This design comes from an exercise in tuning for small area on the open sky130 flow, not from production work.
The RTL was checked by simulation tests, not by an equivalence proof against the original design.
Power figures rest on the tool's default switching activity, not on a simulated workload.

==> inputs of violet <==
## ALU
module ALU (
    input i_CLK,
    input i_RSTn,
    input [3:0] i_ALU_FUN,
    input [7:0] i_A,
    input [7:0] i_B,
    input i_Enable,
    output logic [15:0] o_ALU_OUT,
    output logic o_CF,    
    output logic o_OF,    
    output logic o_EF,    
    output logic o_ZF,    
    output logic o_OUT_VALID
);
    wire [7:0] a = i_A;
    wire [7:0] b = i_B;
    wire [3:0] op = i_ALU_FUN;
    wire eq = (a == b);
    logic [15:0] prod;
    logic [7:0]  macc;       
    logic [8:0]  mt;
    logic [8:0]  mc;
    always_comb begin
        prod[0] = a[0] & b[0];
        macc = {1'b0, a[7:1] & {7{b[0]}}};
        for (int j = 1; j < 8; j++) begin
            mc[0] = 1'b0;
            for (int i = 0; i < 8; i++) begin
                mt[i]   = macc[i] ^ (a[i] & b[j]) ^ mc[i];
                mc[i+1] = (macc[i] & (a[i] & b[j])) | (mc[i] & (macc[i] ^ (a[i] & b[j])));
            end
            mt[8] = mc[8];
            prod[j] = mt[0];
            macc = mt[8:1];
        end
        prod[15:8] = macc;
    end
    wire [7:0] quo;
    wire [7:0] rm [1:8];
    assign rm[8] = 8'd0;
    genvar k;
    generate for (k = 7; k >= 1; k--) begin : st
        localparam int W = 8 - k;
        wire [W-1:0] r;
        if (W == 1) begin : w1
            assign r = a[k];
        end else begin : wn
            assign r = {rm[k+1][W-2:0], a[k]};
        end
        wire [W:0] d = {1'b0, r} - {1'b0, b[W-1:0]};
        wire bhz = (b[7:W] == 0);
        assign quo[k] = bhz & ~d[W];
        wire [W-1:0] rn = quo[k] ? d[W-1:0] : r;
        assign rm[k] = {{(8-W){1'b0}}, rn};
    end endgenerate
    wire       isdiv = (op == 4'd3);
    wire [7:0] lx  = isdiv ? {rm[1][6:0], a[0]} : a;
    wire [7:0] ly  = b ^ {8{op[0]}};
    logic [3:0] tt;
    always_comb begin
        case (op)
            4'd4:    tt = 4'b1000;    
            4'd5:    tt = 4'b1110;    
            4'd6:    tt = 4'b0111;    
            4'd7:    tt = 4'b0001;    
            4'd8:    tt = 4'b0110;    
            4'd9:    tt = 4'b1001;    
            4'd0:    tt = 4'b0110;    
            default: tt = 4'b1001;    
        endcase
    end
    wire arith = (op[3:2] == 2'd0);
    logic [8:0] ac;
    logic [7:0] sum;
    always_comb begin
        ac[0] = op[0];
  ...
==> module ALU, before the edit <==
module ALU (
    input i_CLK,
    input i_RSTn,
    input [3:0] i_ALU_FUN,
    input [7:0] i_A,
    input [7:0] i_B,
    input i_Enable,
    output logic [15:0] o_ALU_OUT,
    output logic o_CF,    
    output logic o_OF,    
    output logic o_EF,    
    output logic o_ZF,    
    output logic o_OUT_VALID
);
    wire [7:0] a = i_A;
    wire [7:0] b = i_B;
    wire [3:0] op = i_ALU_FUN;
    wire eq = (a == b);
    logic [15:0] prod;
    logic [7:0]  macc;       
    logic [8:0]  mt;
    logic [8:0]  mc;
    always_comb begin
        prod[0] = a[0] & b[0];
        macc = {1'b0, a[7:1] & {7{b[0]}}};
        for (int j = 1; j < 8; j++) begin
            mc[0] = 1'b0;
            for (int i = 0; i < 8; i++) begin
                mt[i]   = macc[i] ^ (a[i] & b[j]) ^ mc[i];
                mc[i+1] = (macc[i] & (a[i] & b[j])) | (mc[i] & (macc[i] ^ (a[i] & b[j])));
            end
            mt[8] = mc[8];
            prod[j] = mt[0];
            macc = mt[8:1];
        end
        prod[15:8] = macc;
    end
    wire [7:0] quo;
    wire [7:0] rm [1:8];
    assign rm[8] = 8'd0;
    genvar k;
    generate for (k = 7; k >= 1; k--) begin : st
        localparam int W = 8 - k;
        wire [W-1:0] r;
        if (W == 1) begin : w1
            assign r = a[k];
        end else begin : wn
            assign r = {rm[k+1][W-2:0], a[k]};
        end
        wire [W:0] d = {1'b0, r} - {1'b0, b[W-1:0]};
        wire bhz = (b[7:W] == 0);
        assign quo[k] = bhz & ~d[W];
        wire [W-1:0] rn = quo[k] ? d[W-1:0] : r;
        assign rm[k] = {{(8-W){1'b0}}, rn};
    end endgenerate
    wire       isdiv = (op == 4'd3);
    wire [7:0] lx  = isdiv ? {rm[1][6:0], a[0]} : a;
    wire [7:0] ly  = b ^ {8{op[0]}};
    logic [3:0] tt;
    always_comb begin
        case (op)
            4'd4:    tt = 4'b1000;    
            4'd5:    tt = 4'b1110;    
            4'd6:    tt = 4'b0111;    
            4'd7:    tt = 4'b0001;    
            4'd8:    tt = 4'b0110;    
            4'd9:    tt = 4'b1001;    
            4'd0:    tt = 4'b0110;    
            default: tt = 4'b1001;    
        endcase
    end
    wire arith = (op[3:2] == 2'd0);
    logic [8:0] ac;
    logic [7:0] sum;
    always_comb begin
        ac[0] = op[0];
        for (int i = 0; i < 8; i++) begin
            sum[i]  = tt[{lx[i], b[i]}] ^ (ac[i] & arith);
            ac[i+1] = (lx[i] & ly[i]) | (ac[i] & (lx[i] ^ ly[i]));
        end
    end
    wire       co  = ac[8];           
    assign quo[0] = co;
    wire [7:0] rem = co ? sum : lx;
    wire bz = (b == 8'd0);
    wire add_of = (a[7] == ly[7]) & (sum[7] != a[7]);
    logic [15:0] res;
    logic cf, of, zf, ef;
    always_comb begin
        res = '0; cf = 1'b0; of = 1'b0; zf = 1'b0; ef = eq;
        case (op)
            4'd0, 4'd1: begin
                res[7:0] = sum;
                cf = co ^ op[0];
                of = add_of;
                zf = (sum == 8'd0);
            end
            4'd2: begin
                res = prod;
                of = (prod[15:8] != 8'd0);
                zf = (a == 8'd0) | (b == 8'd0);
            end
            4'd3: begin
                res = {rem | {8{bz}}, quo};
                cf = bz;
                zf = (quo == 8'd0);
            end
            4'd4, 4'd5, 4'd6, 4'd7, 4'd8, 4'd9: begin
                res[7:0] = sum;
                zf = (sum == 8'd0);
            end
            4'd10: res[0] = eq;
            4'd11: res[0] = co & ~eq;
            4'd12: begin
                res[7:0] = {1'b0, a[7:1]};
                cf = a[0];
                zf = (a[7:1] == 7'd0);
            end
            4'd13: begin
                res[7:0] = {a[6:0], 1'b0};
                cf = a[7];
                of = a[7] ^ a[6];
                zf = (a[6:0] == 7'd0);
            end
            default: ef = 1'b0;
        endcase
    end
    always_ff @(posedge i_CLK, negedge i_RSTn) begin
        if (!i_RSTn) begin
            o_ALU_OUT   <= '0;
            o_CF        <= 1'b0;
            o_OF        <= 1'b0;
            o_ZF        <= 1'b0;
            o_EF        <= 1'b0;
            o_OUT_VALID <= 1'b0;
        end else if (i_Enable) begin
            o_ALU_OUT   <= res;
            o_CF        <= cf;
            o_OF        <= of;
            o_ZF        <= zf;
            o_EF        <= ef;
            o_OUT_VALID <= ~(op[3] & op[2] & op[1]);
        end else begin
            o_OUT_VALID <= 1'b0;
        end
    end
endmodule
clock: 15.0 ns
lec_check: 0
abc_area: 1
cap_margin: 5
core_margin: 2
core_utilization: 30
cts_buf_list: sky130_fd_sc_hd__clkbuf_8
slew_margin: 5
buffer_ports_args: -buffer_cell sky130_fd_sc_hd__buf_1
recover_power: 100
standard.sh (not shown) runs the stock make flow with config.mk's settings and CLKGATE_MAP_FILE= SYNTH_SCRIPT=/design/flow/synth_recipe.tcl, a recipe that flattens the netlist after the stock synthesis.
==> flow/flow/run.sh <==
#!/bin/bash
# Standard ORFS layout, with two changes:
#  * after the standard synthesis, the combinational logic between the
#    registers is re-mapped by ABC with an area-oriented
#    script (deepsyn, then amap); registers and their names are untouched;
#    an output port's bits are then wired straight to their registers
#    (fixports.py) instead of through an alias that needs a buffer;
#  * ports are buffered with buf_1 instead of the default buffer cell;
#  * after global routing, non-critical gates are downsized (RECOVER_POWER).
set -euo pipefail
W=$(pwd)
R=$W/orfs/results/$FLOW_PLATFORM/ALU/base
YOSYS=$FLOW_HOME/../tools/install/yosys/bin/yosys
[ -x "$YOSYS" ] || YOSYS=yosys

echo "export BUFFER_PORTS_ARGS = -buffer_cell sky130_fd_sc_hd__buf_1" >> config.mk
echo "export RECOVER_POWER = 100" >> config.mk

bash standard.sh synth > synth_standard.log 2>&1
cp $R/1_2_yosys.v $W/synth_standard.v
cp $R/1_synth.sdc $W/synth_standard.sdc 2>/dev/null || true

LIB=$FLOW_HOME/platforms/$FLOW_PLATFORM/lib/sky130_fd_sc_hd__tt_025C_1v80.lib \
IN=$W/synth_standard.v OUT=$W/synth_remap.v SCRIPT=$W/flow/remap.abc \
  $YOSYS -c $W/flow/remap.tcl > remap.log 2>&1

python3 $W/flow/fixports.py $W/synth_remap.v $R/1_2_yosys.v > fixports.log 2>&1
rm -f $R/1_synth.odb $R/1_synth.sdc
bash standard.sh synth > synth_odb.log 2>&1
bash standard.sh > flow.log 2>&1
==> flow/flow/fixports.py <==
"""Replace 'assign port = {w1, w2, ...};' aliases in a flat Verilog netlist by
using the port bits directly, so that no buffer is needed between a register
and its output port. Usage: fixports.py in.v out.v"""
import re, sys
src = open(sys.argv[1]).read()
ports = {}
for m in re.finditer(r'^\s*(input|output)\s+(\[(\d+):(\d+)\]\s+)?(\w+)\s*;', src, re.M):
    ports[m.group(5)] = (m.group(1), int(m.group(3)) if m.group(3) else None, int(m.group(4)) if m.group(4) else None)
subst = {}
def drop(m):
    lhs, rhs = m.group(1).strip(), m.group(2).strip()
    if lhs not in ports or ports[lhs][0] != 'output':
        return m.group(0)
    _, msb, lsb = ports[lhs]
    if rhs.startswith('{'):
        parts = [p.strip() for p in rhs[1:-1].split(',')]
    else:
        parts = [rhs]
    width = 1 if msb is None else msb - lsb + 1
    if len(parts) != width or not all(re.fullmatch(r'[A-Za-z_]\w*', p) for p in parts):
        return m.group(0)
    for k, p in enumerate(parts):
        bit = (msb - k) if msb is not None else None
        if p in ports or p in subst:
            return m.group(0)
        subst[p] = lhs if bit is None else f'{lhs}[{bit}]'
    return ''
out = re.sub(r'^\s*assign\s+(\w+)\s*=\s*([^;]+);\s*$\n', drop, src, flags=re.M)
for w in subst:
    out = re.sub(r'^\s*wire\s+' + re.escape(w) + r'\s*;\s*$\n', '', out, flags=re.M)
if subst:
    pat = re.compile(r'(?<![\w\\$.])(' + '|'.join(map(re.escape, sorted(subst, key=len, reverse=True))) + r')(?![\w\[])')
    out = pat.sub(lambda m: subst[m.group(1)], out)
open(sys.argv[2], 'w').write(out)
print(f'fixports: {len(subst)} port bits connected directly')
==> flow/flow/remap.abc <==
strash
&get -n
&deepsyn -T 60
&put
dch -f
amap
==> flow/flow/remap.tcl <==
# Re-map the combinational logic of the standard synthesis netlist with ABC.
yosys -import
set lib $::env(LIB)
read_liberty -ignore_miss_func -overwrite $lib
read_verilog $::env(IN)
hierarchy -top ALU
# cells kept as they are: registers, adders, tie cells
foreach c {dfrtp_1 dfrtp_2 dfrtp_4 dfxtp_1 dfxtp_2 dfxtp_4 conb_1} {
  catch { setattr -mod -set keep_hierarchy 1 sky130_fd_sc_hd__$c }
}
flatten
foreach c {dfrtp_1 dfrtp_2 dfrtp_4 dfxtp_1 dfxtp_2 dfxtp_4 conb_1} {
  catch { blackbox sky130_fd_sc_hd__$c }
}
select ALU
opt -purge
set dont_use {}
foreach c {probe_p_8 probec_p_8 lpflow_bleeder_1 lpflow_clkbufkapwr_1 lpflow_clkbufkapwr_16
  lpflow_clkbufkapwr_2 lpflow_clkbufkapwr_4 lpflow_clkbufkapwr_8 lpflow_clkinvkapwr_1
  lpflow_clkinvkapwr_16 lpflow_clkinvkapwr_2 lpflow_clkinvkapwr_4 lpflow_clkinvkapwr_8
  lpflow_decapkapwr_12 lpflow_decapkapwr_3 lpflow_decapkapwr_4 lpflow_decapkapwr_6
  lpflow_decapkapwr_8 lpflow_inputiso0n_1 lpflow_inputiso0p_1 lpflow_inputiso1n_1
  lpflow_inputiso1p_1 lpflow_inputisolatch_1 lpflow_isobufsrc_1 lpflow_isobufsrc_16
  lpflow_isobufsrc_2 lpflow_isobufsrc_4 lpflow_isobufsrc_8 lpflow_isobufsrckapwr_16
  lpflow_lsbuf_lh_hl_isowell_tap_1 lpflow_lsbuf_lh_hl_isowell_tap_2
  lpflow_lsbuf_lh_hl_isowell_tap_4 lpflow_lsbuf_lh_isowell_4 lpflow_lsbuf_lh_isowell_tap_1
  lpflow_lsbuf_lh_isowell_tap_2 lpflow_lsbuf_lh_isowell_tap_4} {
  lappend dont_use -dont_use sky130_fd_sc_hd__$c
}
abc -script $::env(SCRIPT) -liberty $lib {*}$dont_use
splitnets
opt_clean -purge
hilomap -singleton -hicell sky130_fd_sc_hd__conb_1 HI -locell sky130_fd_sc_hd__conb_1 LO
opt_clean -purge
yosys rename -hide w:*.*
yosys rename -enumerate -pattern rm_%_


read_liberty -lib -overwrite $lib
select ALU
tee -o $::env(OUT).stat stat -liberty $lib
check -assert -mapped
write_verilog -noattr -noexpr -nohex -nodec -selected $::env(OUT)
==> lagoon: changes against violet <==
--- a/flow/design.v
+++ b/flow/design.v
@@ -38,7 +38,19 @@
     wire [7:0] a = i_A;
     wire [7:0] b = i_B;
     wire [3:0] op = i_ALU_FUN;
-    wire eq = (a == b);
+    wire       sub = op[0];
+    wire [7:0] bx  = b ^ {8{sub}};
+    logic [8:0] ac;
+    logic [7:0] sum;
+    always_comb begin
+        ac[0] = sub;
+        for (int i = 0; i < 8; i++) begin
+            sum[i]  = a[i] ^ bx[i] ^ ac[i];
+            ac[i+1] = (a[i] & bx[i]) | (ac[i] & (a[i] ^ bx[i]));
+        end
+    end
+    wire eq   = (a == b);
+    wire add_of = (a[7] == bx[7]) & (sum[7] != a[7]);
     logic [15:0] prod;
     logic [7:0]  macc;       
     logic [8:0]  mt;
@@ -59,10 +71,10 @@
         prod[15:8] = macc;
     end
     wire [7:0] quo;
-    wire [7:0] rm [1:8];
+    wire [7:0] rm [0:8];
     assign rm[8] = 8'd0;
     genvar k;
-    generate for (k = 7; k >= 1; k--) begin : st
+    generate for (k = 7; k >= 0; k--) begin : st
         localparam int W = 8 - k;
         wire [W-1:0] r;
         if (W == 1) begin : w1
@@ -71,42 +83,33 @@
             assign r = {rm[k+1][W-2:0], a[k]};
         end
         wire [W:0] d = {1'b0, r} - {1'b0, b[W-1:0]};
-        wire bhz = (b[7:W] == 0);
+        wire bhz;
+        if (W == 8) begin : h8
+            assign bhz = 1'b1;
+        end else begin : hn
+            assign bhz = (b[7:W] == 0);
+        end
         assign quo[k] = bhz & ~d[W];
         wire [W-1:0] rn = quo[k] ? d[W-1:0] : r;
-        assign rm[k] = {{(8-W){1'b0}}, rn};
+        if (W == 8) begin : z8
+            assign rm[k] = rn;
+        end else begin : zn
+            assign rm[k] = {{(8-W){1'b0}}, rn};
+        end
     end endgenerate
-    wire       isdiv = (op == 4'd3);
-    wire [7:0] lx  = isdiv ? {rm[1][6:0], a[0]} : a;
-    wire [7:0] ly  = b ^ {8{op[0]}};
-    logic [3:0] tt;
+    wire [7:0] rem = rm[0];
+    wire bz = (b == 8'd0);
+    logic [7:0] lg;
     always_comb begin
-        case (op)
-            4'd4:    tt = 4'b1000;    
-            4'd5:    tt = 4'b1110;    
-            4'd6:    tt = 4'b0111;    
-            4'd7:    tt = 4'b0001;    
-            4'd8:    tt = 4'b0110;    
-            4'd9:    tt = 4'b1001;    
-            4'd0:    tt = 4'b0110;    
-            default: tt = 4'b1001;    
+        case (op[3:0])
+            4'd4:    lg = a & b;
+            4'd5:    lg = a | b;
+            4'd6:    lg = ~(a & b);
+            4'd7:    lg = ~(a | b);
+            4'd8:    lg = a ^ b;
+            default: lg = ~(a ^ b);
         endcase
     end
-    wire arith = (op[3:2] == 2'd0);
-    logic [8:0] ac;
-    logic [7:0] sum;
-    always_comb begin
-        ac[0] = op[0];
-        for (int i = 0; i < 8; i++) begin
-            sum[i]  = tt[{lx[i], b[i]}] ^ (ac[i] & arith);
-            ac[i+1] = (lx[i] & ly[i]) | (ac[i] & (lx[i] ^ ly[i]));
-        end
-    end
-    wire       co  = ac[8];           
-    assign quo[0] = co;
-    wire [7:0] rem = co ? sum : lx;
-    wire bz = (b == 8'd0);
-    wire add_of = (a[7] == ly[7]) & (sum[7] != a[7]);
     logic [15:0] res;
     logic cf, of, zf, ef;
     always_comb begin
@@ -114,7 +117,7 @@
         case (op)
             4'd0, 4'd1: begin
                 res[7:0] = sum;
-                cf = co ^ op[0];
+                cf = ac[8] ^ sub;
                 of = add_of;
                 zf = (sum == 8'd0);
             end
@@ -126,14 +129,14 @@
             4'd3: begin
                 res = {rem | {8{bz}}, quo};
                 cf = bz;
-                zf = (quo == 8'd0);
+                zf = ~ac[8];           
             end
             4'd4, 4'd5, 4'd6, 4'd7, 4'd8, 4'd9: begin
-                res[7:0] = sum;
-                zf = (sum == 8'd0);
+                res[7:0] = lg;
+                zf = (lg == 8'd0);
             end
             4'd10: res[0] = eq;
-            4'd11: res[0] = co & ~eq;
+            4'd11: res[0] = ac[8] & ~eq;
             4'd12: begin
                 res[7:0] = {1'b0, a[7:1]};
                 cf = a[0];
==> flow/flow/run.sh (replaced) <==
#!/bin/bash
# Standard ORFS layout, with two changes:
#  * after the standard synthesis, the combinational logic between the
#    registers and adder cells is re-mapped by ABC with an area-oriented
#    script (registers, full/half adders and all names of registers untouched);
#  * ports are buffered with buf_1 instead of the default buffer cell.
set -euo pipefail
W=$(pwd)
R=$W/orfs/results/$FLOW_PLATFORM/ALU/base
YOSYS=$FLOW_HOME/../tools/install/yosys/bin/yosys
[ -x "$YOSYS" ] || YOSYS=yosys

echo "export BUFFER_PORTS_ARGS = -buffer_cell sky130_fd_sc_hd__buf_1" >> config.mk

bash standard.sh synth > synth_standard.log 2>&1
cp $R/1_2_yosys.v $W/synth_standard.v
cp $R/1_synth.sdc $W/synth_standard.sdc 2>/dev/null || true

LIB=$FLOW_HOME/platforms/$FLOW_PLATFORM/lib/sky130_fd_sc_hd__tt_025C_1v80.lib \
IN=$W/synth_standard.v OUT=$W/synth_remap.v SCRIPT=$W/flow/remap.abc \
  $YOSYS -c $W/flow/remap.tcl > remap.log 2>&1

cp $W/synth_remap.v $R/1_2_yosys.v
rm -f $R/1_synth.odb $R/1_synth.sdc
bash standard.sh synth > synth_odb.log 2>&1
bash standard.sh > flow.log 2>&1
==> flow/flow/remap.abc (replaced) <==
strash
dch
map -a
--- a/flow/flow/remap.tcl
+++ b/flow/flow/remap.tcl
@@ -5,11 +5,11 @@
 read_verilog $::env(IN)
 hierarchy -top ALU
 # cells kept as they are: registers, adders, tie cells
-foreach c {dfrtp_1 dfrtp_2 dfrtp_4 dfxtp_1 dfxtp_2 dfxtp_4 conb_1} {
+foreach c {fa_1 fa_2 fa_4 ha_1 ha_2 ha_4 dfrtp_1 dfrtp_2 dfrtp_4 conb_1} {
   catch { setattr -mod -set keep_hierarchy 1 sky130_fd_sc_hd__$c }
 }
 flatten
-foreach c {dfrtp_1 dfrtp_2 dfrtp_4 dfxtp_1 dfxtp_2 dfxtp_4 conb_1} {
+foreach c {fa_1 fa_2 fa_4 ha_1 ha_2 ha_4 dfrtp_1 dfrtp_2 dfrtp_4 conb_1} {
   catch { blackbox sky130_fd_sc_hd__$c }
 }
 select ALU
@@ -31,11 +31,10 @@
 splitnets
 opt_clean -purge
 hilomap -singleton -hicell sky130_fd_sc_hd__conb_1 HI -locell sky130_fd_sc_hd__conb_1 LO
+insbuf -buf sky130_fd_sc_hd__buf_4 A X
 opt_clean -purge
 yosys rename -hide w:*.*
-yosys rename -enumerate -pattern rm_%_
-
-
+yosys rename -enumerate
 read_liberty -lib -overwrite $lib
 select ALU
 tee -o $::env(OUT).stat stat -liberty $lib
Settings changed: CAP_MARGIN 5 to 20, CORE_UTILIZATION 30 to 40, CTS_BUF_LIST sky130_fd_sc_hd__clkbuf_8 to sky130_fd_sc_hd__clkbuf_4, RECOVER_POWER 100 to not set, SLEW_MARGIN 5 to 20.
removed: flow/flow/fixports.py
==> comparison <==
Of violet and lagoon, violet has the higher critical path depth (gap 7).
Area after synthesis: violet is lower than lagoon (23%).
Between lagoon and violet, the lower first-iteration DRC count is in lagoon (gap 31%, measured against violet).
Clock-buffer cell count: lagoon is higher than violet (1).
Between lagoon and violet, the lower core utilization is in violet (gap 9.3 points).
violet finished with timing, DRC and antenna clean. lagoon ran to the end with no violations.
Against violet, the worst setup slack of lagoon is better by 0.19 ns.
==> figures <==
item	violet	lagoon
Outcome	complete, no violations	complete, no violations
Detailed-route via count	5459	4890
Net Sw Power	0.260 mW	0.292 mW
Gate count after technology mapping	730	669
Non-clk invs	56	97
Site Rows	42	41
Total Wirelength	15100 um	15600 um
Clock period minus final worst setup slack	13.80 ns	13.61 ns
Worst reg2reg startpoint	o_ALU_OUT[1]$_DFFE_PN0P_	o_ALU_OUT[5]$_DFFE_PN0P_
Root buffer cell	sky130_fd_sc_hd__clkbuf_8	sky130_fd_sc_hd__clkbuf_4
Number of buffers other than clock buffers in the final layout	64	53
GRT met1 Usage	27.4%	30.8%
Non-clk buf share	6.85%	4.26%

## port drivers added, routing unchanged
Ports are ideal in the flow. The routed layouts listed here were re-timed in OpenROAD.
Step 1: set_driving_cell puts a clkbuf_16 on i_CLK and a buf_2 on each other input, an assumption about the parent block.
Step 2, shift: input delay + t, output delay - t, t = (earliest + latest rising clock arrival at the registers) / 2. This alone moves slack from input paths to output paths.
Slacks: ideal ports / drivers / drivers and shift; pairs: ideal ports / drivers.
run | shift t [ns] | slack for setup (ns) | worst data-port slew with drivers (ns)
violet | 0.291 | 1.201 / 1.205 / 0.913 | 0.03
lagoon | 0.316 | 1.395 / 1.397 / 1.081 | 0.03
After both steps setup and hold are still met in every run listed. The setup slack of lagoon, which loses most, moves by +0.002 ns with the drivers and by -0.314 ns with both steps.
